From an optimization exercise on the open Yosys and OpenROAD flow, aimed at small area; shortcuts taken in it are not production practice. The RTL was checked by simulation tests, not by an equivalence proof against the original design.

Setup of fjord:
==> flow/design.v (excerpt) <==
module b8Xb8_s16(
  input clk,
  input rst_n,
  input [7:0] in1_0,
  input [7:0] in1_1,
  input [7:0] in1_2,
  input [7:0] in1_3,
  input [7:0] in1_4,
  input [7:0] in1_5,
  input [7:0] in1_6,
  input [7:0] in1_7,
  input [7:0] in1_8,
  input [7:0] in1_9,
  input [7:0] in1_10,
  input [7:0] in1_11,
  input [7:0] in1_12,
  input [7:0] in1_13,
  input [7:0] in1_14,
  input [7:0] in1_15,
  input [7:0] in2_0,
  input [7:0] in2_1,
  input [7:0] in2_2,
  input [7:0] in2_3,
  input [7:0] in2_4,
  input [7:0] in2_5,
  input [7:0] in2_6,
  input [7:0] in2_7,
  input [7:0] in2_8,
  input [7:0] in2_9,
  input [7:0] in2_10,
  input [7:0] in2_11,
  input [7:0] in2_12,
  input [7:0] in2_13,
  input [7:0] in2_14,
  input [7:0] in2_15,
  output [11:0] out
  );
For scale: roughly 2,300 cells after synthesis, ~34 flip-flops.
==> flow/config.mk <==
export PLATFORM = sky130hd
export DESIGN_NAME = b8Xb8_s16
export DESIGN_NICKNAME = b8Xb8_s16
export VERILOG_FILES = /design/flow/design.v
export SDC_FILE = /design/flow/constraint.sdc
export NUM_CORES = 4
export LEC_CHECK = 0
export CAP_MARGIN = 20
export CORE_MARGIN = 2
export CORE_UTILIZATION = 40
export CTS_BUF_LIST = sky130_fd_sc_hd__clkbuf_8
export GPL_TIMING_DRIVEN = 0
export SLEW_MARGIN = 20
export SYNTH_HIERARCHICAL = 1
==> flow/constraint.sdc <==
create_clock -name core_clock -period 7.5 [get_ports {clk}]
set_input_delay 1.5000 -clock core_clock [delete_from_list [all_inputs] [get_ports {clk}]]
set_output_delay 1.5000 -clock core_clock [all_outputs]
set_load 0.01 [all_outputs]
run.sh (not shown) runs the stock make flow with config.mk's settings and CLKGATE_MAP_FILE= SYNTH_SCRIPT=/design/flow/synth_recipe.tcl, a recipe that flattens the netlist after the stock synthesis.
Input-level comparison between cedar and fjord:
Settings: CTS_BUF_LIST no longer set, was sky130_fd_sc_hd__clkbuf_8; SETUP_SLACK_MARGIN now 0.1, previously not set; CORE_UTILIZATION now 60, was 40.
==> flow/flow/run.sh (new file) <==
#!/bin/bash
# The standard layout (standard.sh), with two CTS/port-buffer choices:
# every port still gets its own buffer, but a plain buf_1 rather than the
# clkdlybuf4s50_1 delay cell, and CTS uses clkbuf_8 with no dummy loads.
set -euo pipefail
export BUFFER_PORTS_ARGS="-buffer_cell sky130_fd_sc_hd__buf_1"
export CTS_ARGS="-sink_clustering_enable -repair_clock_nets -dont_use_dummy_load -buf_list sky130_fd_sc_hd__clkbuf_8"
bash standard.sh finish > standard.log 2>&1
==> flow/standard.sh (new file) <==
#!/bin/bash
# synth_recipe.tcl (not shown) runs the flow's synth.tcl, then flattens the netlist and writes it again
# the make line also repeats each setting of config.mk as NAME=value (left out here)
make -C /OpenROAD-flow-scripts/flow DESIGN_CONFIG=/design/flow/config.mk WORK_HOME=/design/flow/orfs CLKGATE_MAP_FILE= SYNTH_SCRIPT=/design/flow/synth_recipe.tcl "${@:-finish}"
removed: flow/run.sh
==> summary.txt <==
Fmax: cedar above fjord
Compare cedar and fjord | met1 routing resource usage after global routing lower: fjord
The more densely filled core belongs to cedar, not fjord.
In the flow results for cedar and fjord, the area added between synthesis and finish is larger on fjord.
Compared with fjord, in cedar final critical path time including I/O delays and setup moved down; maximum number of pins on one net before global-route repair grew by 1; cell area after layout fell by about 1.8%.
Against fjord, cedar reports a routed wire length that is lower.
Comparing cedar and fjord, the higher clock latency reported for the late side of the worst-skew pair was measured on cedar.
Modified inputs, quartz compared to cedar
Settings: SETUP_SLACK_MARGIN no longer set, was 0.1; CORE_UTILIZATION now 40, was 60; CTS_BUF_LIST now sky130_fd_sc_hd__clkbuf_4, previously not set.
==> flow/run.sh (new file) <==
#!/bin/bash
# synth_recipe.tcl (not shown) runs the flow's synth.tcl, then flattens the netlist and writes it again
# the make line also repeats each setting of config.mk as NAME=value (left out here)
make -C /OpenROAD-flow-scripts/flow DESIGN_CONFIG=/design/flow/config.mk WORK_HOME=/design/flow/orfs CLKGATE_MAP_FILE= SYNTH_SCRIPT=/design/flow/synth_recipe.tcl finish
removed: flow/flow/run.sh
removed: flow/standard.sh
### Flow results
Uppermost layer routed: met4 -> quartz, met5 -> cedar. quartz ran to completion and came out clean on the timing, design-rule and antenna checks. Every stage of the flow completed for cedar, and the final layout passed the timing, design-rule and antenna checks. In the reports for cedar and quartz, the larger via count of the first global-routing pass belongs to quartz. Delta (quartz minus cedar): maximum frequency has decreased, routed wire length has increased. When quartz is measured against cedar, its final cell area excluding filler cells turns out 410 sq um higher. NOTE first-iteration DRC count cedar->quartz decreased by more than 10%. Looking only at share of layout cells above drive strength 1, and setting everything else aside, the lower value of cedar and quartz goes to quartz.
The following lists how harbor was set up differently from quartz:
Settings: CTS_BUF_LIST no longer set, was sky130_fd_sc_hd__clkbuf_4; CORE_UTILIZATION now 60, was 40.
==> flow/flow/run.sh (new file) <==
#!/bin/bash
# The standard layout (standard.sh), with two CTS/port-buffer choices:
# every port still gets its own buffer, but a plain buf_1 rather than the
# clkdlybuf4s50_1 delay cell, and CTS uses clkbuf_8 with no dummy loads.
set -euo pipefail
export BUFFER_PORTS_ARGS="-buffer_cell sky130_fd_sc_hd__buf_1"
export CTS_ARGS="-sink_clustering_enable -repair_clock_nets -dont_use_dummy_load -buf_list sky130_fd_sc_hd__clkbuf_8"
bash standard.sh finish > standard.log 2>&1
==> flow/standard.sh (new file) <==
#!/bin/bash
# synth_recipe.tcl (not shown) runs the flow's synth.tcl, then flattens the netlist and writes it again
# the make line also repeats each setting of config.mk as NAME=value (left out here)
make -C /OpenROAD-flow-scripts/flow DESIGN_CONFIG=/design/flow/config.mk WORK_HOME=/design/flow/orfs CLKGATE_MAP_FILE= SYNTH_SCRIPT=/design/flow/synth_recipe.tcl "${@:-finish}"
removed: flow/run.sh
==> comparison <==
Worst setup slack sits lower in harbor than in quartz.
Vias: harbor above quartz
NOTE: global-route usage in harbor exceeds that of quartz
The global routing usage on met3 number comes out lower for quartz vs harbor.
Taking quartz as the reference point, the transition at the pin with the smallest max-transition slack of harbor falls by 0.090 ns.
In harbor relative to quartz, area of the placeable core had gone down by more than a quarter.
harbor ran to completion and came out clean on the timing, design-rule and antenna checks.
Diff quartz -> harbor | routed length per instance | up by a few percent
In the flow results for quartz and harbor, the shortest period the worst path allows is larger on harbor.
quartz and harbor ended up with nearly the same sequential share of layout area.

[what the ideal ports hide]
No port has a modelled driver above. Below, the same layouts with a new extraction and two added sets of constraints.
Step 1, drivers: a clkbuf_16 drives clk and a buf_2 each remaining input, both assumed.
Step 2 adds t to the input delays and takes it off the output delays; t is the mean of the earliest and latest rising clock arrival at the registers after step 1. Input paths then give back, and output paths get back, about the clock's delay inside the block.
a / b / c = ideal ports / drivers / drivers and shift; a / b = the first two.
| run | t (ns) | setup WS [ns] | worst setup path at the end |
|---|---|---|---|
| fjord | 0.366 | 0.115 / 0.122 / -0.244 | input to register |
| cedar | 0.364 | 0.149 / 0.132 / -0.233 | input to register |
| quartz | 0.441 | 0.100 / 0.102 / -0.338 | input to register |
| harbor | 0.365 | 0.050 / 0.066 / -0.299 | input to register |
Met with ideal ports but missed after step 2: setup timing in every run listed. The setup slack of quartz, which loses most, moves by +0.002 ns with the drivers and by -0.438 ns with both steps.
